Context: an optimization exercise on an open-source flow, tuned for small area, a short achievable clock period and few clock cycles per item. The choices shown serve that exercise and are no tape-out recipe. Only simulation tests tie the RTL to the original design; equivalence was not proved. Power and IR drop assume default switching activity.

==> flow/design.v, too long to show whole: its modules and the start of the top module <==
// module fpmul: 5817 lines
// module fpmul64: 21 lines
module fpmul64 (
    input         clk,
    input         rst,
    input         valid,
    input  [63:0] a,
    input  [63:0] b,
    output [63:0] result,
    output [2:0]  fex,
    output        done
);
  // ...
==> flow/flow/run.sh <==
#!/bin/bash
# Own layout flow.
#  1. the standard synthesis (standard.sh synth), unchanged.
#  2. flow/netopt.py: a clean-up of the synthesised netlist's combinational cells. It removes
#     the buffers ABC inserted (placement buffers nets again where the layout needs it) and most
#     of the inverters Yosys's extract_fa leaves between full adders: a full adder is self-dual
#     (FA(~a,~b,~c) = ~FA(a,b,c)) and an XOR/XNOR gate absorbs an inversion by swapping kind, so
#     some of them can work on complemented signals. Registers are not touched.
set -euo pipefail
R=orfs/results/${FLOW_PLATFORM}/fpmul64/base
bash standard.sh synth > synth.log 2>&1
cp "$R/1_2_yosys.v" 1_2_yosys.standard.v
python3 flow/netopt.py 1_2_yosys.standard.v 1_2_yosys.netopt.v > netopt.log 2>&1
cp 1_2_yosys.netopt.v "$R/1_2_yosys.v"
rm -f "$R/1_synth.odb"
bash standard.sh SETUP_SLACK_MARGIN=11.5 CTS_CLUSTER_SIZE=30 CTS_CLUSTER_DIAMETER=100 \
  POST_GLOBAL_ROUTE_TCL=$PWD/flow/grt_post.tcl \
  "BUFFER_PORTS_ARGS=-buffer_cell sky130_fd_sc_hd__buf_2" \
  finish > pnr.log 2>&1
==> flow/flow/grt_post.tcl <==
# After global routing (POST_GLOBAL_ROUTE_TCL):
# 2. the diodes load their nets: buffer again any net they push over its slew or capacitance
#    limits, and route the changed nets.
repair_antennas -iterations 5 -ratio_margin 20
estimate_parasitics -global_routing
global_route -start_incremental
repair_design -slew_margin 30 -cap_margin 30
detailed_placement
global_route -end_incremental
check_placement -verbose
==> flow/flow/netopt.py <==
#!/usr/bin/env python3
"""Polarity clean-up of a flat Yosys netlist of sky130 cells (combinational cells only;
registers are left exactly as they are).

1. Buffers that Yosys/ABC inserted (buf_*, clkbuf_*) are removed: their loads are joined to
   their drivers. The placement flow buffers high-fanout nets again where the layout needs it.
2. A full adder is self-dual, FA(~a,~b,~c) = ~FA(a,b,c), and an XOR/XNOR gate absorbs an
   inverted input or output by swapping XOR and XNOR. The pass chooses, for every full adder
   and XOR/XNOR gate, which polarity it works in, so that as few inverters as possible remain,
   and rebuilds the inverters so that every other pin sees the same logic value as before.
3. A half adder whose two outputs are only wanted complemented becomes xnor2 + nand2.

usage: netopt2.py IN.v OUT.v
"""
import re
import sys
from collections import defaultdict

PFX = "sky130_fd_sc_hd__"
OUTPINS = {"X", "Y", "Q", "Q_N", "SUM", "COUT", "HI", "LO"}


def esc(n):
    return n + " " if n.startswith("\\") else n


def kind(typ):
    return typ[len(PFX):].rsplit("_", 1)[0]


def parse(path):
    txt = open(path).read()
    m = re.search(r"^module .*?;\n", txt, re.M | re.S)
    head = txt[:m.end()]
    lines = txt[m.end():].split("\n")
    decls, assigns, insts = [], [], []
    i = 0
    while i < len(lines):
        ln = lines[i]
        s = ln.strip()
        if s.startswith(("wire ", "input ", "output ", "reg ")):
            decls.append(ln)
            i += 1
        elif s.startswith("assign "):
            assigns.append(ln)
            i += 1
        elif s.startswith(PFX):
            buf = [ln]
            while not lines[i].rstrip().endswith(");"):
                i += 1
                buf.append(lines[i])
            i += 1
            blk = "\n".join(buf)
            mm = re.match(r"\s*(\S+)\s+(\S+)\s*\((.*)\);\s*$", blk, re.S)
            pd = {}
            for pm in re.finditer(r"\.(\w+)\((.*?)\)\s*(,|$)", mm.group(3), re.S):
                pd[pm.group(1)] = pm.group(2).strip()
            insts.append([mm.group(1), mm.group(2), pd])
        elif s in ("endmodule", ""):
            i += 1
        else:
            raise SystemExit("unparsed line: %r" % ln)
    return head, decls, assigns, insts


def main():
    src, dst = sys.argv[1], sys.argv[2]
    head, decls, assigns, insts = parse(src)
    log = sys.stderr

    fixed = set()  # nets that ports or assigns use: keep them exactly as they are
    for a in assigns:
        for tok in re.findall(r"\\\S+|[A-Za-z_][\w$]*(?:\s*\[\d+\])?", a):
            fixed.add(tok.strip())
    for d in decls:
        s = d.strip()
        if s.startswith(("output", "input")):
            mm = re.match(r"(?:output|input)\s+(\[(\d+):(\d+)\]\s+)?(\S+);", s)
            if mm.group(1):
                for k in range(int(mm.group(3)), int(mm.group(2)) + 1):
                    fixed.add("%s[%d]" % (mm.group(4), k))
            else:
                fixed.add(mm.group(4))

    # ---- 1. remove buffers
    alias = {}
    keep = []
    nbuf = 0
    for typ, name, pd in insts:
        if kind(typ) in ("buf", "clkbuf") and pd.get("X") not in fixed:
            alias[pd["X"]] = pd["A"]
            nbuf += 1
        else:
            keep.append([typ, name, pd])

    def res(n):
        seen = 0
        while n in alias and seen < 100:
            n = alias[n]
            seen += 1
        return n

    for typ, name, pd in keep:
        for p in pd:
            if p not in OUTPINS:
                pd[p] = res(pd[p])
    insts = keep
    log.write("buffers removed: %d\n" % nbuf)

    drv = {}
    for idx, (typ, name, pd) in enumerate(insts):
        for p, n in pd.items():
            if p in OUTPINS:
                drv[n] = (idx, p)

    def is_inv(idx):
        return kind(insts[idx][0]) in ("inv", "clkinv")

    def is_xor(idx):
        return kind(insts[idx][0]) in ("xor2", "xnor2")

    def is_fa(idx):
        return kind(insts[idx][0]) == "fa"

    # every input pin of every non-inverter cell, traced back through inverters to its root
    pins = []
    for idx, (typ, name, pd) in enumerate(insts):
        if is_inv(idx):
            continue
        for p, n in pd.items():
            if p in OUTPINS:
                continue
            r, par, seen = n, 0, 0
            while r in drv and is_inv(drv[r][0]) and seen < 50:
                r = insts[drv[r][0]][2]["A"]
                par ^= 1
                seen += 1
            pins.append([idx, p, r, par])
    keep_inv = set()
    for n in fixed:
        r = n
        while r in drv and is_inv(drv[r][0]):
            keep_inv.add(drv[r][0])
            r = insts[drv[r][0]][2]["A"]

    var = {}
    for idx in range(len(insts)):
        if is_fa(idx) or is_xor(idx):
            outs = [n for p, n in insts[idx][2].items() if p in OUTPINS]
            if not any(n in fixed for n in outs):
                var[idx] = 0
    root_pins = defaultdict(list)
    for k, (idx, p, r, par) in enumerate(pins):
        root_pins[r].append(k)

    def root_flip(r):
        d = drv.get(r)
        return var.get(d[0], 0) if d else 0

    def need(k):
        idx, p, r, par = pins[k]
        if idx in var and is_xor(idx):
            return 0  # absorbed by the gate type
        f = var[idx] if (idx in var and is_fa(idx)) else 0
        return par ^ f ^ root_flip(r)

    def root_cost(r):
        for k in root_pins[r]:
            if need(k):
                return 1
        return 0

    touch = defaultdict(set)
    for k, (idx, p, r, par) in enumerate(pins):
        if idx in var and is_fa(idx):
            touch[idx].add(r)
        d = drv.get(r)
        if d and d[0] in var:
            touch[d[0]].add(r)

    roots = list(root_pins)
    ninv0 = sum(1 for i in range(len(insts)) if is_inv(i))
    cost = sum(root_cost(r) for r in roots)
    log.write("inverters before: %d, rebuilt at start: %d\n" % (ninv0, cost))

    # parity-consistent start over the graph of full adders (xor gates are free)
    adj = defaultdict(list)
    for k, (idx, p, r, par) in enumerate(pins):
        d = drv.get(r)
        if d is None or d[0] not in var or not (idx in var and is_fa(idx)):
            continue
        adj[idx].append((d[0], par))
        adj[d[0]].append((idx, par))
    comp = {}
    comps = []
    for s0 in var:
        if s0 in comp or s0 not in adj:
            continue
        cid = len(comps)
        comps.append([s0])
        comp[s0] = cid
        var[s0] = 0
        stack = [s0]
        while stack:
            u = stack.pop()
            for w, par in adj[u]:
                if w not in comp:
                    comp[w] = cid
                    var[w] = var[u] ^ par
                    comps[cid].append(w)
                    stack.append(w)
    cost = sum(root_cost(r) for r in roots)
    log.write("after colouring: %d (%d components)\n" % (cost, len(comps)))
    for members in comps:
        rs = set()
        for v in members:
            rs |= touch[v]
        before = sum(root_cost(r) for r in rs)
        for v in members:
            var[v] ^= 1
        after = sum(root_cost(r) for r in rs)
        if after < before:
            cost += after - before
        else:
            for v in members:
                var[v] ^= 1
    for it in range(20):
        improved = 0
        for v in list(var):
            rs = touch[v]
            before = sum(root_cost(r) for r in rs)
            var[v] ^= 1
            after = sum(root_cost(r) for r in rs)
            if after < before:
                cost += after - before
                improved += 1
            else:
                var[v] ^= 1
        log.write("pass %d: cost %d, improved %d\n" % (it, cost, improved))
        if improved == 0:
            break

    # ---- rebuild
    new_insts = []
    new_wires = []
    inv_of = {}

    def inverted(r):
        if r not in inv_of:
            w = "_npol%d_" % len(inv_of)
            new_wires.append("  wire %s;" % w)
            new_insts.append([PFX + "inv_1", "_npolinv%d_" % len(inv_of), {"A": r, "Y": w}])
            inv_of[r] = w
        return inv_of[r]

    # half adders whose outputs every consumer wants complemented -> xnor2 + nand2
    ha_pairs = []
    for idx in range(len(insts)):
        if kind(insts[idx][0]) != "ha":
            continue
        pd = insts[idx][2]
        so, co = pd.get("SUM"), pd.get("COUT")
        ks, kc = root_pins.get(so, []), root_pins.get(co, [])
        if not ks or not kc or so in fixed or co in fixed:
            continue
        if all(need(k) for k in ks) and all(need(k) for k in kc):
            insts[idx] = [PFX + "xnor2_1", insts[idx][1], {"A": pd["A"], "B": pd["B"], "Y": so}]
            ha_pairs.append((idx, len(new_insts)))
            new_insts.append([PFX + "nand2_1", insts[idx][1] + "_nc", {"A": pd["A"], "B": pd["B"], "Y": co}])
            for k in ks + kc:
                pins[k][3] ^= 1
    log.write("half adders turned into xnor2+nand2: %d\n" % len(ha_pairs))

    # xor gates: inputs go straight to their roots; the gate type absorbs every inversion
    xor_par = defaultdict(int)
    for k, (idx, p, r, par) in enumerate(pins):
        if idx in var and is_xor(idx):
            xor_par[idx] ^= par ^ root_flip(r)
    for k, (idx, p, r, par) in enumerate(pins):
        if idx in var and is_xor(idx):
            insts[idx][2][p] = r
        else:
            insts[idx][2][p] = inverted(r) if need(k) else r
    for idx, j in ha_pairs:
        new_insts[j][2]["A"] = insts[idx][2]["A"]
        new_insts[j][2]["B"] = insts[idx][2]["B"]
    for idx, v in var.items():
        if not is_xor(idx):
            continue
        typ = insts[idx][0]
        pd = insts[idx][2]
        is_xnor = kind(typ) == "xnor2"
        want_xnor = is_xnor ^ v ^ xor_par[idx]
        out = pd.pop("X") if "X" in pd else pd.pop("Y")
        size = typ.rsplit("_", 1)[1]
        if want_xnor:
            insts[idx][0] = PFX + "xnor2_" + size
            pd["Y"] = out
        else:
            insts[idx][0] = PFX + "xor2_" + size
            pd["X"] = out

    # drop inverters that no longer drive anything
    alive = [True] * len(insts)
    changed = True
    while changed:
        changed = False
        used = set(fixed)
        for i2, (typ, name, pd) in enumerate(insts):
            if alive[i2]:
                for p, n in pd.items():
                    if p not in OUTPINS:
                        used.add(n)
        for typ, name, pd in new_insts:
            for p, n in pd.items():
                if p not in OUTPINS:
                    used.add(n)
        for i2 in range(len(insts)):
            if alive[i2] and is_inv(i2) and i2 not in keep_inv and insts[i2][2]["Y"] not in used:
                alive[i2] = False
                changed = True

    out = [head] + decls + new_wires
    for i2, (typ, name, pd) in enumerate(insts):
        if alive[i2]:
            out.append("  %s %s (" % (typ, name))
            out.append(",\n".join("    .%s(%s)" % (p, esc(n)) for p, n in pd.items()))
            out.append("  );")
    for typ, name, pd in new_insts:
        out.append("  %s %s (" % (typ, name))
        out.append(",\n".join("    .%s(%s)" % (p, esc(n)) for p, n in pd.items()))
        out.append("  );")
    out += assigns
    out.append("endmodule")
    open(dst, "w").write("\n".join(out) + "\n")
    ninv = sum(1 for i2 in range(len(insts)) if alive[i2] and is_inv(i2)) + len(inv_of)
    log.write("inverters after: %d\n" % ninv)


if __name__ == "__main__":
    main()
==> flow/standard.sh <==
#!/bin/bash
# synth_recipe.tcl (not shown) runs the flow's synth.tcl, then flattens the netlist and writes it again
# the make line also repeats each setting of config.mk as NAME=value (left out here)
make -C /OpenROAD-flow-scripts/flow DESIGN_CONFIG=/design/flow/config.mk WORK_HOME=/design/flow/orfs CLKGATE_MAP_FILE= SYNTH_SCRIPT=/design/flow/synth_recipe.tcl "${@:-finish}"
==> flow/config.mk <==
export PLATFORM = sky130hd
export DESIGN_NAME = fpmul64
export DESIGN_NICKNAME = fpmul64
export VERILOG_FILES = /design/flow/design.v
export SDC_FILE = /design/flow/constraint.sdc
export NUM_CORES = 8
export LEC_CHECK = 0
export ABC_AREA = 1
export CAP_MARGIN = 30
export CORE_MARGIN = 2
export CORE_UTILIZATION = 40
export SLEW_MARGIN = 30
==> flow/constraint.sdc <==
create_clock -name core_clock -period 16.0 [get_ports {clk}]
set_input_delay 3.2000 -clock core_clock [delete_from_list [all_inputs] [get_ports {clk}]]
set_output_delay 3.2000 -clock core_clock [all_outputs]
set_load 0.01 [all_outputs]
==> summary.txt, run 1 <==
status aborted with a tool error; Stop stage 5_1_grt; Tool Error [ERROR EST-0104] inconsistent parasitics state; CTS Buffer Depth 3; clk root buf clkbuf_16; Die Wd between 400 and 500 um; Worst EP kind register input; Core Rows between 150 and 200; TritonCTS Buffers 50; synthesized net count 10.42k; postcts setup bufs 5; Initial Utilization 0.4033; post-synthesis cell count 8618; DIE HEIGHT between 400 and 500 um; largest net degree at the start of global routing between 100 and 150; DPL Wire Length about 230000 um; GRT worst endpoint u_mul.r3_w[53]$_DFF_P_/D; post_cts resized 132; I/O Buffers 198; worst slack at placement about 11000 ps; RePlAce Congestion 0.9981; Yosys warnings 1; I/O pin cnt just under 200; # hold bufs at CTS 0; placed cell count about 12k; post-synthesis area per instance ~9.6 um^2; htree depth 2; placed instance area roughly 0.089 mm^2; Post-Syn Area 0.08267 mm^2
Testbench counts, summed over its fixed seeds: cycles 32,032, items 32,000.
==> run 2: changes to the inputs <==
--- a/flow/flow/run.sh
+++ b/flow/flow/run.sh
@@ -15,3 +15,3 @@
 rm -f "$R/1_synth.odb"
-bash standard.sh SETUP_SLACK_MARGIN=11.5 CTS_CLUSTER_SIZE=30 CTS_CLUSTER_DIAMETER=100 \
+bash standard.sh SETUP_SLACK_MARGIN=11.7 CTS_CLUSTER_SIZE=30 CTS_CLUSTER_DIAMETER=100 \
   POST_GLOBAL_ROUTE_TCL=$PWD/flow/grt_post.tcl \
==> flow/flow/grt_post.tcl (replaced) <==
# After global routing and its antenna repair (POST_GLOBAL_ROUTE_TCL): the diodes load their
# nets, so buffer again any net they push over its slew or capacitance limits (with a margin
# for the detailed routing to come), and route the changed nets.
repair_design -slew_margin 30 -cap_margin 30
global_route -start_incremental
detailed_placement
global_route -end_incremental
check_placement -verbose
==> summary.txt, run 2 <==
grt ovf 0; worst slack at placement 10810 ps (-251.6 ps); WS Path Type flip-flop to primary output; final net count about 11k; core area 0.2050 mm^2; WP data arrival between 1000 and 1500 ps; DRC errors left 0; I/O Buffers 198 (unchanged); post-route setup TNS 0 ps; setup ws final 11530 ps; Sw Share 0.5197; placed instance area 0.08867 mm^2 (about the same); I/O pin cnt 199 (unchanged); relative slew slack 0.3746; Worst path top cell family by delay flip-flops; Area Overhead vs Synth 14.08%; worst slew pin tran about 940 ps; TritonCTS clock tree done; DIE HEIGHT 458.6 um (unchanged); Startpoint Class flip-flop; clk_skew 113.7 ps; routed vias between 70k and 80k; Worst Setup End Kind primary output; Worst EP required roughly 13000 ps; Worst Hold Path Cells 0; final antenna-violating net count 0; R2R depth 9; Period Utilization, post-route 0.2793; Reg2Reg Setup Slack roughly 12000 ps; Most flops, register u_mul.r2_t; status finished clean; die area around 0.21 mm^2; critical path cell sequence buf_6; post-synthesis area per instance 9.593 um^2 (unchanged); CTS Buffer Depth 3 (unchanged); hold_ws around 330 ps; CTS clk-pin slew, worst paths between 100 and 150 ps; Leakage around 40 nW; Tmin final ~4500 ps; # hold bufs at CTS 0 (unchanged); Hold Startpoint u_mul.r1_e[10]; post-synthesis cell count 8618 (unchanged); register share of total power 0.151; Design Area, Final 0.09431 mm^2; Initial DRC Count ~13k; drt total wl between 300000 and 400000 um; Pint roughly 0.011 W; Slowest-stage cell, CP dfxtp_2; RePlAce Congestion 0.9669 (-3.1%); synthesized net count 10.42k (unchanged); Clk network pwr share 0.069; CP Max Fanout 1; CP peak stage delay approximately 360 ps; Sink Count between 700 and 800; number of setup violations in the final report 0; fill cell count approximately 19k; r2r startpoint u_mul.r1_fan[22]; Vias per Instance 6.693; switching power roughly 0.012 W; Die Wd 458.6 um (unchanged); TritonCTS Buffers 50 (unchanged); Clock Latency Late Sink around 800 ps; post_cts resized 254 (+92%); worst flop-to-flop path endpoint u_mul.r2_t[148]; max cap viols 0; Yosys warnings 1 (unchanged); htree depth 2 (unchanged); initial antenna violation count 11; Comb power frac 0.780; Initial Utilization 0.4033 (unchanged); largest net degree at the start of global routing ~110; most frequent cells in the layout xor2_1 (1424), o22ai_1 (1361), fa_1 (1321), nand2_1 (1171), dfxtp_1 (576); Layout Cells excl Fill between 10k and 15k; peak supply drop roughly 210 uV; most common cell after layout, fill and taps aside xor2_1; Hold Path End u_mul.r2_e[10]; GRT Total Usage 0.3485; Max Clk Rate ~220 MHz; postcts setup bufs 33 (+28); final max-slew violation count 0; worst path bufs/invs 1; vias in the first global route approximately 81k; DR pass1 iterations 15; Hold Fails Final Rpt 0; Core Rows 166 (unchanged); worst hold-check path type flip-flop to flip-flop; Post-Syn Area 0.08267 mm^2 (unchanged); first-pass GRT wire length between 500000 and 600000 um; WL/cell roughly 32 um; DPL Wire Length 228100 um (-0.79%); placed cell count 11.66k (-0.026%); clk root buf clkbuf_16; max reg flops around 300; cell area power density 244.3 mW/mm^2; share of cells above drive strength 1 0.09555
-- run 2: power groups by stage --
stage / Sequential [W] / Clock [W] / Combinational, W
CTS: 0.00347 / 0.00162 / 0.0172
detailed placement: 0.00352 / 0 / 0.0168
global placement: 0.00351 / 0 / 0.0164
floorplan: 0.00347 / 0 / 0.0109
finish: 0.00347 / 0.00160 / 0.0180
-- run 2: area by class of cell --
class | instances | area (um^2) | area share
clock buffers | 56 | 1284 | 0.01361
repair inverters | 1 | 5.005 | 0.00005307
repair buffers | 477 | 5328 | 0.05649
diodes | 16 | 40.04 | 0.0004245
inverters | 571 | 2155 | 0.02285
clock inverters | 37 | 725.7 | 0.007695
multi-input cells | 7289 | 65770 | 0.6973
flip-flops and latches | 758 | 15640 | 0.1659
well taps | 2688 | 3363 | 0.03566
-- run 2: per-stage QoR --
step / total power (W) / utilization
3_5_place_dp: 0.02030 / 0.4325
2_1_floorplan: 0.01432 / -
4_1_cts: 0.02224 / 0.4500
6_report: 0.02304 / 0.4601
3_3_place_gp: 0.01994 / 0.4323
-- run 2: worst max-delay path by stage --
stage / from / end / cells after the start
finish: u_mul.result[60] / result[60] / 1
CTS: u_mul.result[60] / result[60] / 1
floorplan: b[9] / u_mul.r0_lzb[0] / 10
detailed placement: u_mul.r2_t[121] / u_mul.r3_w[52] / 19
global placement: b[43] / u_mul.r0_lzb[0] / 15
-- run 2: routing by layer --
metal	up-vias	track usage	wire length [um]
li1	31150	-	-
met1	38280	0.4252	133200
met3	2539	0.1628	63370
met5	-	0.006200	311
met2	7614	0.4894	148600
met4	15	0.2269	35980
==> run 3: changes to the inputs <==
--- a/flow/flow/run.sh
+++ b/flow/flow/run.sh
@@ -15,3 +15,4 @@
 rm -f "$R/1_synth.odb"
-bash standard.sh SETUP_SLACK_MARGIN=11.7 CTS_CLUSTER_SIZE=30 CTS_CLUSTER_DIAMETER=100 \
+bash standard.sh SETUP_SLACK_MARGIN=11.7 \
+  "CTS_ARGS=-sink_clustering_enable -repair_clock_nets -sink_clustering_size 30 -sink_clustering_max_diameter 100 -dont_use_dummy_load" \
   POST_GLOBAL_ROUTE_TCL=$PWD/flow/grt_post.tcl \
==> summary.txt, run 3 <==
max cap viols 0 (unchanged); worst path bufs/invs 1 (unchanged); max reg flops 297 (unchanged); most common cell after layout, fill and taps aside xor2_1; htree depth 2 (unchanged); DIE HEIGHT 458.6 um (unchanged); # hold bufs at CTS 0 (unchanged); Yosys warnings 1 (unchanged); worst hold-check path type flip-flop to flip-flop; I/O Buffers 198 (unchanged); Critical path origin u_mul.result[60]; Area Overhead vs Synth 13.55%; DRC errors left 0 (unchanged); vias in the first global route 80.43k (-0.22%); Tmin final 4459 ps (-9.700 ps); RePlAce Congestion 0.9669 (unchanged); initial antenna violation count 11 (unchanged); Hold Startpoint u_mul.r2_nan; CP peak stage delay 360 ps (about the same); synthesized net count 10.42k (unchanged); status finished clean; Worst EP required 12800 ps (about the same); WL/cell 32.38 um (+0.97%); post-route setup TNS 0 ps (unchanged); relative slew slack 0.3087 (-0.06587); Initial DRC Count 13.13k (+1.3%); share of cells above drive strength 1 0.09506 (-0.0004924); drt total wl 384700 um (+0.86%); routed vias 79.78k (+0.22%); Max Clk Rate 224.3 MHz (+0.22%); worst slack at placement 10810 ps (unchanged); TritonCTS clock tree done; Sink Count 758 (unchanged); peak supply drop 203.5 uV (-4.4%); postcts setup bufs 45 (+36%); Die Wd 458.6 um (unchanged); fill cell count 19.26k (+0.28%); first-pass GRT wire length 544100 um (+0.17%); Slowest-stage cell, CP dfxtp_2; setup ws final 11540 ps (+9.700 ps); post_cts resized 255 (+0.39%); Startpoint Class flip-flop; GRT Total Usage 0.3499 (+0.001373); Hold Fails Final Rpt 0 (unchanged); WS Path Type flip-flop to primary output; critical path cell sequence buf_6; Clock Latency Late Sink 800 ps (about the same); number of setup violations in the final report 0 (unchanged); Initial Utilization 0.4033 (unchanged); CP Max Fanout 1 (unchanged); worst slew pin tran 1031 ps (+93.13 ps); post-synthesis area per instance 9.593 um^2 (unchanged); I/O pin cnt 199 (unchanged); clk root buf clkbuf_16; core area 0.2050 mm^2 (unchanged); DPL Wire Length 228100 um (unchanged); CTS Buffer Depth 3 (unchanged); post-synthesis cell count 8618 (unchanged); Most flops, register u_mul.r2_t; Worst Setup End Kind primary output; largest net degree at the start of global routing 109 (unchanged); Post-Syn Area 0.08267 mm^2 (unchanged); final max-slew violation count 0 (unchanged); Core Rows 166 (unchanged); die area 0.2103 mm^2 (unchanged); r2r startpoint u_mul.r1_fan[33]; TritonCTS Buffers 50 (unchanged); Period Utilization, post-route 0.2787 (-0.0006063); CTS clk-pin slew, worst paths 100 ps (about the same); Leakage 39.75 nW (-0.32%); final net count 10.99k (+0.35%); Worst path top cell family by delay flip-flops; cell area power density 241.1 mW/mm^2 (-1.3%); most frequent cells in the layout xor2_1 (1424), o22ai_1 (1361), fa_1 (1325), nand2_1 (1171), dfxtp_1 (577); clk_skew 175.8 ps (+62.14 ps); WP data arrival 1260 ps (about the same); Vias per Instance 6.715 (+0.33%); grt ovf 0 (unchanged); DR pass1 iterations 15 (unchanged); final antenna-violating net count 0 (unchanged)
[run 3: report_power, final]
part / switching (W) / internal, W
Combinational: 0.0105 / 0.00741
Clock: 0.000693 / 0.000549
Sequential: 0.000517 / 0.00294
Total: 0.0117 / 0.0109
[run 3: through the flow]
stage | hold slack [ps] | total power [W] | cells | cell area [um^2] | util
6_report | 321.0 | 0.02264 | 11880 | 93880 | 0.4579
4_1_cts | 325.8 | 0.02188 | 11760 | 91610 | 0.4469
3_5_place_dp | 314.3 | 0.02030 | 11660 | 88670 | 0.4325
3_3_place_gp | 310.7 | 0.01994 | 11660 | 88620 | 0.4323
2_1_floorplan | 309.6 | 0.01432 | 8618 | 82850 | -
[run 3: layer usage]
| metal | vias to the layer above | wire length [um] | global-route usage |
|---|---|---|---|
| met1 | 38290 | 134000 | 0.4269 |
| met2 | 7676 | 149500 | 0.4912 |
| met3 | 2594 | 64080 | 0.1657 |
| met5 | - | 771 | 0.01630 |
| met4 | 27 | 36420 | 0.2220 |
| li1 | 31190 | - | - |
[run 3: cell type report]
cell class / count / area (um^2) / share of cell area
Sequential cell: 758 / 15650 / 0.1667
Clock buffer: 50 / 1251 / 0.01333
Inverter: 571 / 2162 / 0.02303
Tap cell: 2688 / 3363 / 0.03583
Timing Repair Buffer: 513 / 5700 / 0.06072
Antenna cell: 8 / 20.02 / 0.0002133
Multi-Input combinational cell: 7289 / 65720 / 0.7001
Timing Repair inverter: 3 / 15.01 / 0.0001599
[run 3: worst paths after layout]
check                      slack, ps  cells after the start         endpoint
max in group asynchronous      13420                      2       u_mul.r2_v
min reg2reg                      320                      0     u_mul.r3_nan
max reg2reg                    11670                      9  u_mul.r2_t[156]
min                              320                      0     u_mul.r3_nan
max                            11540                      1       result[60]
min in group asynchronous       2420                      2       u_mul.done
==> run 4: changes to the inputs <==
--- a/flow/config.mk
+++ b/flow/config.mk
@@ -10,3 +10,4 @@
 export CORE_MARGIN = 2
-export CORE_UTILIZATION = 40
+export CORE_UTILIZATION = 55
+export PLACE_DENSITY = 0.65
 export SLEW_MARGIN = 30
==> summary.txt, run 4 <==
DRC errors left 0 (unchanged); Worst Setup End Kind flip-flop; Area Overhead vs Synth 11.92%; fill cell count 13.00k (-32%); I/O pin cnt 199 (unchanged); worst slack at placement 11090 ps (+278.8 ps); Period Utilization, post-route 0.2834 (+0.004663); most frequent cells in the layout xor2_1 (1421), o22ai_1 (1361), fa_1 (1323), nand2_1 (1168), dfxtp_1 (571); Top cell by count, worst path fa_1; Max Clk Rate 220.6 MHz (-1.6%); Startpoint Class flip-flop; WP data arrival 5120 ps (+3860 ps); max reg flops 297 (unchanged); die area 0.1534 mm^2 (-27%); share of cells above drive strength 1 0.09207 (-0.002984); vias in the first global route 80.36k (-0.098%); initial antenna violation count 14 (+3); # hold bufs at CTS 0 (unchanged); Sink Count 758 (unchanged); most common cell after layout, fill and taps aside xor2_1; post-synthesis area per instance 9.593 um^2 (unchanged); Layout Cells excl Fill 11.18k (-5.9%); TritonCTS Buffers 41 (-18%); Slowest-stage cell, CP dfxtp_4; CP peak stage delay 640 ps (+280 ps); first-pass GRT wire length 536700 um (-1.4%); Most flops, register u_mul.r2_t; postcts setup bufs 27 (-40%); worst slew pin tran 941.9 ps (-89.34 ps); hold_ws 273.2 ps (-47.75 ps); relative slew slack 0.3676 (+0.05883); RePlAce Congestion 1.005 (+3.9%); Die Wd 391.7 um (-15%); grt ovf 0 (unchanged); core area 0.1496 mm^2 (-27%); post-route setup TNS 0 ps (unchanged); placed cell count 10.99k (-5.7%); Initial Utilization 0.5526 (+0.1493); Design Area, Final 0.09253 mm^2 (-1.4%); post_cts resized 271 (+6.3%); DIE HEIGHT 391.7 um (-15%); Post-Syn Area 0.08267 mm^2 (unchanged); number of setup violations in the final report 0 (unchanged); CTS Buffer Depth 3 (unchanged); Worst EP required 16590 ps (+3790 ps); TritonCTS clock tree done; final max-slew violation count 0 (unchanged); post-synthesis cell count 8618 (unchanged); critical path cell sequence buf_6 -> xor2_2 -> fa_1 -> fa_1 -> fa_1 -> fa_1 -> fa_1; routed vias 80.84k (+1.3%); Clock Latency Late Sink 750 ps (-50 ps); I/O Buffers 198 (unchanged); Leakage 39.44 nW (-0.79%); placed instance area 0.08784 mm^2 (-0.93%); WS Path Type flip-flop to flip-flop; Initial DRC Count 14.78k (+13%); peak supply drop 205.0 uV (+0.75%); synthesized net count 10.42k (unchanged); final net count 10.95k (-0.36%); CP Max Fanout 28 (+27); Hold Fails Final Rpt 0 (unchanged); setup ws final 11470 ps (-74.60 ps); Tmin final 4534 ps (+74.60 ps); max cap viols 0 (unchanged); drt total wl 382100 um (-0.68%); cell area power density 244.3 mW/mm^2 (+1.3%); DR pass1 iterations 22 (+7); final antenna-violating net count 0 (unchanged); htree depth 2 (unchanged); CTS clk-pin slew, worst paths 110 ps (about the same); clk root buf clkbuf_16; Yosys warnings 1 (unchanged); largest net degree at the start of global routing 109 (unchanged); DPL Wire Length 221900 um (-2.8%); worst hold-check path type flip-flop to flip-flop; Core Rows 142 (-14%); clk_skew 112.2 ps (-63.65 ps); Vias per Instance 7.228 (+7.6%); GRT Total Usage 0.4803 (+0.1304); status finished clean; WL/cell 34.16 um (+5.5%)
run 4: through the flow:
stage          power (W)  utilization
2_1_floorplan    0.01432            -
3_3_place_gp     0.01992       0.5870
3_5_place_dp     0.02029       0.5872
4_1_cts          0.02167       0.6041
6_report         0.02261       0.6185
run 4: per-layer routing:
layer / GRT usage / wire [um]
met1: 0.5754 / 128400
met2: 0.6556 / 144800
met3: 0.2708 / 68990
met4: 0.3010 / 38200
met5: 0.05391 / 1694
run 4: area by class of cell:
class	count	area, um^2	share of cell area
timing repair inverter	1	5.005	0.00005409
tap	2016	2522	0.02726
sequential	758	15650	0.1691
timing repair buffer	485	5386	0.05822
multi-input combinational	7289	65720	0.7103
inverter	571	2158	0.02333
clock buffer	41	1026	0.01109
antenna	23	57.56	0.0006221
run 4: path summary, 6_finish.rpt:
| kind | from | to | slack [ps] | cells past startpoint |
|---|---|---|---|---|
| worst max-delay path | u_mul.r1_neg[21] | u_mul.r2_t[214] | 11470 | 7 |
| worst min-delay path | u_mul.r1_e[8] | u_mul.r2_e[8] | 270 | 0 |
| worst max register to register | u_mul.r1_neg[21] | u_mul.r2_t[214] | 11470 | 7 |
| worst min register to register | u_mul.r1_e[8] | u_mul.r2_e[8] | 270 | 0 |
| max in group asynchronous | rst | u_mul.r0_v | 13440 | 2 |
| min in group asynchronous | rst | u_mul.r3_v | 2400 | 2 |
run 4: critical path, delay by kind of cell (launching register included):
family / cells / cell delay [ps]
XOR/XNOR: 1 / 640
adder cells (fa/ha/maj): 5 / 2510
buffers and inverters: 1 / 520
flip-flops: 1 / 640
run 4: power by group:
| part | switching, W | internal, W |
|---|---|---|
| sequential | 0.000493 | 0.00294 |
| combinational | 0.0106 | 0.00743 |
| clock | 0.000681 | 0.000456 |
==> run 5: changes to the inputs <==
--- a/flow/flow/run.sh
+++ b/flow/flow/run.sh
@@ -15,3 +15,3 @@
 rm -f "$R/1_synth.odb"
-bash standard.sh SETUP_SLACK_MARGIN=11.7 \
+bash standard.sh SETUP_SLACK_MARGIN=11.8 \
   "CTS_ARGS=-sink_clustering_enable -repair_clock_nets -sink_clustering_size 30 -sink_clustering_max_diameter 100 -dont_use_dummy_load" \
==> summary.txt, run 5 <==
Slowest-stage cell, CP dfxtp_2; TritonCTS Buffers 43 (+4.9%); # hold bufs at CTS 0 (unchanged); Tmin final 4384 ps (-149.6 ps); clk_skew 81.94 ps (-30.21 ps); worst flop-to-flop path endpoint u_mul.r2_t[70]; Critical path origin u_mul.result[51]; final net count 11.02k (+0.69%); I/O Buffers 198 (unchanged); grt ovf 0 (unchanged); Startpoint Class flip-flop; R2R depth 9 (+2); routed vias 82.46k (+2.0%); setup ws final 11620 ps (+149.6 ps); CTS clk-pin slew, worst paths 110 ps (about the same); worst hold-check path type flip-flop to flip-flop; CTS Buffer Depth 3 (unchanged); largest net degree at the start of global routing 109 (unchanged); critical path cell sequence buf_6; DIE HEIGHT 391.7 um (unchanged); CP Max Fanout 1 (-96%); DRC errors left 0 (unchanged); peak supply drop 233.9 uV (+14%); Period Utilization, post-route 0.2740 (-0.009350); Sink Count 758 (unchanged); Area Overhead vs Synth 13.74%; Critical Path Stages 1 (-6); placed instance area 0.08787 mm^2 (about the same); first-pass GRT wire length 542700 um (+1.1%); final max-slew violation count 0 (unchanged); drt total wl 393600 um (+3.0%); Worst Setup End Kind primary output; Core Rows 142 (unchanged); post-synthesis cell count 8618 (unchanged); final antenna-violating net count 0 (unchanged); WL/cell 34.94 um (+2.3%); worst path bufs/invs 1 (unchanged); Yosys warnings 1 (unchanged); TritonCTS clock tree done; GRT Total Usage 0.4896 (+0.009270); Initial Utilization 0.5526 (unchanged); core area 0.1496 mm^2 (unchanged); max reg flops 297 (unchanged); Hold Fails Final Rpt 0 (unchanged); Die Wd 391.7 um (unchanged); relative slew slack 0.3071 (-0.06048); CP peak stage delay 340 ps (-300 ps); Design Area, Final 0.09403 mm^2 (+1.6%); most frequent cells in the layout xor2_1 (1421), o22ai_1 (1358), fa_1 (1312), nand2_1 (1164), dfxtp_1 (575); Post-Syn Area 0.08267 mm^2 (unchanged); RePlAce Congestion 0.9852 (-2.0%); Worst path top cell family by delay flip-flops; hold_ws 319.0 ps (+45.82 ps); Most flops, register u_mul.r2_t; postcts setup bufs 62 (+130%); Vias per Instance 7.321 (+1.3%); number of setup violations in the final report 0 (unchanged); cell area power density 244.5 mW/mm^2 (about the same); Initial DRC Count 15.38k (+4.1%); die area 0.1534 mm^2 (unchanged); Max Clk Rate 228.1 MHz (+3.4%); Clock Latency Late Sink 730 ps (-20 ps); htree depth 2 (unchanged); DR pass1 iterations 21 (-4.5%); synthesized net count 10.42k (unchanged); WP data arrival 1180 ps (-3940 ps); Leakage 40.05 nW (+1.6%); share of cells above drive strength 1 0.1040 (+0.01194); post-route setup TNS 0 ps (unchanged); I/O pin cnt 199 (unchanged); worst slack at placement 11110 ps (+21.10 ps); post-synthesis area per instance 9.593 um^2 (unchanged); worst slew pin tran 1028 ps (+86.61 ps); r2r startpoint u_mul.r1_onen[1]; vias in the first global route 80.05k (-0.38%); Worst EP required 12800 ps (-3790 ps); Setup crit end result[51]; Reg2Reg Setup Slack 11700 ps (+230 ps); most common cell after layout, fill and taps aside xor2_1; post_cts resized 358 (+32%); Final Power 0.02299 W (+1.7%); status finished clean; initial antenna violation count 22 (+8); max cap viols 0 (unchanged); clk root buf clkbuf_16; WS Path Type flip-flop to primary output; DPL Wire Length 223600 um (+0.77%)
[run 5: cell count changes in the layout (fill, tap and decap cells not counted), sizes merged]
cell and delta:
diode +5, inv -1, clkinvlp +2, buf +74
[run 5: metal layers]
metal	part of all wire	track usage
met1	0.33	0.5792
met2	0.37	0.6568
met3	0.19	0.2892
met4	0.11	0.3220
met5	0.0053	0.08357
[run 5: worst min-delay path by stage]
stage	endpoint	from	cells past startpoint	slack (ps)
floorplan	u_mul.r2_e[0]	u_mul.r1_e[0]	0	310
global placement	u_mul.r2_inf	u_mul.r1_inf	0	310
detailed placement	u_mul.r2_e[11]	u_mul.r1_e[11]	0	310
CTS	u_mul.r3_spec	u_mul.r2_spec	0	320
finish	u_mul.r3_spec	u_mul.r2_spec	0	320
[run 5: report_power, final]
group,switching (W),total [W],internal (W)
sequential,0.000512,0.00345,0.00294
clock,0.000676,0.00115,0.000477
combinational,0.0108,0.0184,0.00756
[run 5: cell type report]
| cell class | instances | area (um^2) |
|---|---|---|
| flip-flops and latches | 758 | 15710 |
| diodes | 28 | 70.07 |
| fillers | 12630 | 55570 |
| inverters | 571 | 2162 |
| repair inverters | 2 | 12.51 |
| well taps | 2016 | 2522 |
| repair buffers | 557 | 6568 |
| clock buffers | 43 | 1076 |
| multi-input cells | 7289 | 65910 |
[run 5: stage by stage]
stage            util  std cells
2_1_floorplan       -       8618
3_3_place_gp   0.5873      10990
3_5_place_dp   0.5874      10990
4_1_cts        0.6109      11090
6_report       0.6285      11260
==> run 6: changes to the inputs <==
--- a/flow/config.mk
+++ b/flow/config.mk
@@ -10,4 +10,3 @@
 export CORE_MARGIN = 2
-export CORE_UTILIZATION = 55
-export PLACE_DENSITY = 0.65
+export CORE_UTILIZATION = 40
 export SLEW_MARGIN = 30
==> summary.txt, run 6 <==
met2 routed WL 149300 um (+1.9%); CTS Buffer Depth 3 (unchanged); Worst path top cell family by delay flip-flops; Sink Count 758 (unchanged); Vias per Instance 6.751 (-7.8%); WP data arrival 1270 ps (+90 ps); max reg flops 297 (unchanged); synthesized net count 10.42k (unchanged); final net count 11.04k (+0.15%); placed instance area 0.08874 mm^2 (+0.99%); CP peak stage delay 330 ps (about the same); htree depth 2 (unchanged); Most flops, register u_mul.r2_t; most frequent cells in the layout xor2_1 (1421), o22ai_1 (1358), fa_1 (1312), nand2_1 (1170), dfxtp_1 (578); largest net degree at the start of global routing 109 (unchanged); clk root buf clkbuf_16; Worst EP required 12800 ps (about the same); DRC errors left 0 (unchanged); share of cells above drive strength 1 0.1044 (+0.0003612); Slowest-stage cell, CP dfxtp_1; routed vias 80.67k (-2.2%); worst flop-to-flop path endpoint u_mul.r2_t[156]; core area 0.2050 mm^2 (+37%); post-synthesis cell count 8618 (unchanged); Reg2Reg Setup Slack 11690 ps (about the same); status finished clean; relative slew slack 0.4185 (+0.1114); vias in the first global route 79.62k (-0.54%); Worst Hold Path Cells 0 (unchanged); Yosys warnings 1 (unchanged); Initial DRC Count 13.70k (-11%); Initial Utilization 0.4033 (-0.1493); worst path bufs/invs 1 (unchanged); max cap viols 0 (unchanged); routed wire length on met3 66710 um (-9.1%); Startpoint Class flip-flop; peak supply drop 255.3 uV (+9.1%); clk_skew 200.6 ps (+118.6 ps); CTS clk-pin slew, worst paths 110 ps (about the same); most common cell after layout, fill and taps aside xor2_1; Tmin final 4466 ps (+82.00 ps); WL met1 136800 um (+5.7%); initial antenna violation count 17 (-23%); WS Path Type flip-flop to primary output; Clock Latency Late Sink 830 ps (+100 ps); Hold Fails Final Rpt 0 (unchanged); DPL Wire Length 226100 um (+1.1%); TritonCTS clock tree done; RePlAce Congestion 0.9891 (+0.40%); Leakage 40.23 nW (+0.46%); grt ovf 0 (unchanged); r2r startpoint u_mul.r1_twon[18]; post-synthesis area per instance 9.593 um^2 (unchanged); GRT Total Usage 0.3508 (-0.1388); worst slew pin tran 872.2 ps (-156.3 ps); Post-Syn Area 0.08267 mm^2 (unchanged); critical path cell sequence buf_2; Top Metal Used met5; CP Max Fanout 1 (unchanged); Max Clk Rate 223.9 MHz (-1.8%); TritonCTS Buffers 52 (+21%); DR pass1 iterations 17 (-19%); postcts setup bufs 53 (-15%); final antenna-violating net count 0 (unchanged); first-pass GRT wire length 543900 um (+0.22%); R2R depth 9 (unchanged); # hold bufs at CTS 0 (unchanged); number of setup violations in the final report 0 (unchanged); Die Wd 458.6 um (+17%); I/O Buffers 198 (unchanged); Post-Route Utilization 0.4643 (-0.1642); drt total wl 392900 um (-0.18%); Hold Path End u_mul.r2_e[10]; final max-slew violation count 0 (unchanged); Hold Startpoint u_mul.r1_e[10]; I/O pin cnt 199 (unchanged); WL/cell 32.88 um (-5.9%); Area Overhead vs Synth 15.14%; cell area power density 241.5 mW/mm^2 (-1.2%); post_cts resized 368 (+2.8%); Core Rows 166 (+17%); DIE HEIGHT 458.6 um (+17%); Design Area, Final 0.09518 mm^2 (+1.2%); post-route setup TNS 0 ps (unchanged); die area 0.2103 mm^2 (+37%); hold_ws 260.7 ps (-58.29 ps); Period Utilization, post-route 0.2791 (+0.005125); worst hold-check path type flip-flop to flip-flop; Worst Setup End Kind primary output
[run 6: cell count changes in the layout (fill, tap and decap cells not counted), moves of 3 or more]
cell | previous run | this run
dfxtp_4 | 114 | 100
buf_6 | 56 | 71
clkbuf_16 | 51 | 69
diode_2 | 28 | 25
dfxtp_2 | 64 | 75
dfxtp_1 | 575 | 578
buf_2 | 153 | 156
buf_12 | 124 | 90
nand2_1 | 1164 | 1170
nor2_4 | 12 | 15
nand2_2 | 26 | 19
buf_16 | 28 | 39
inv_1 | 558 | 561
[run 6: worst max-delay path by stage]
stage	startpoint	endpoint	slack, ps	cells past startpoint
global placement	b[44]	u_mul.r0_lzb[0]	11050	15
finish	u_mul.result[60]	result[60]	11530	1
floorplan	b[9]	u_mul.r0_lzb[0]	11480	10
detailed placement	b[44]	u_mul.r0_lzb[0]	11100	15
CTS	u_mul.fex[1]	fex[1]	11500	1
[run 6: power by group]
group	leakage, nW	total, W	internal [W]	switching (W)
Combinational	33.2	0.0183	0.00756	0.0107
Clock	0.641	0.00128	0.000569	0.000709
Sequential	6.43	0.00345	0.00294	0.000514
Total	40.2	0.0230	0.0111	0.0119
[run 6: cell type report]
| class | instances | area (um^2) |
|---|---|---|
| fill | 19150 | 109800 |
| multi-input combinational | 7289 | 65930 |
| sequential | 758 | 15670 |
| timing repair buffer | 564 | 6685 |
| tap | 2688 | 3363 |
| inverter | 571 | 2158 |
| clock buffer | 52 | 1301 |
| antenna | 25 | 62.56 |
| timing repair inverter | 2 | 15.01 |
[run 6: metrics by stage]
step,cells,worst slack (ps),total power (W)
2_1_floorplan,8618,11480,0.01434
3_3_place_gp,11670,11050,0.02014
3_5_place_dp,11670,11100,0.02041
4_1_cts,11780,11500,0.02213
6_report,11950,11530,0.02299
[run 6: routing by layer]
layer | global-route usage | up-vias
met1 | 0.4370 | 38580
li1 | - | 31340
met2 | 0.4852 | 7912
met4 | 0.2097 | 40
met3 | 0.1693 | 2801
met5 | 0.01837 | -

what the ideal ports hide:
How much do the figures lean on ideal ports? The routed layouts below were timed once more, with nothing changed but the port constraints.
Step 1 sets driving cells, clkbuf_16 on the clock port and buf_2 on the other inputs (assumed; they add their load-dependent delay and slew).
Step 2 times the ports against the registers' clock, not the clock port: input delays grow and output delays shrink by t, the midpoint of the rising clock arrivals with the driver on.
Slacks: ideal ports / drivers / drivers and shift; pairs: ideal ports / drivers.
| run | t (ns) | setup WS [ns] | worst hold slack (ns) |
|---|---|---|---|
| run 2 | 0.850 | 11.531 / 11.439 / 11.170 | 0.331 / 0.331 / 0.331 |
| run 3 | 0.803 | 11.541 / 11.450 / 11.162 | 0.321 / 0.321 / 0.321 |
| run 4 | 0.784 | 11.466 / 11.466 / 11.073 | 0.273 / 0.273 / 0.273 |
| run 5 | 0.775 | 11.616 / 11.527 / 11.232 | 0.319 / 0.319 / 0.319 |
| run 6 | 0.824 | 11.534 / 11.435 / 11.153 | 0.261 / 0.261 / 0.261 |
After both steps setup and hold are still met in every run listed. The setup slack of run 4, which loses most, moves by 0.000 ns with the drivers and by -0.393 ns with both steps.
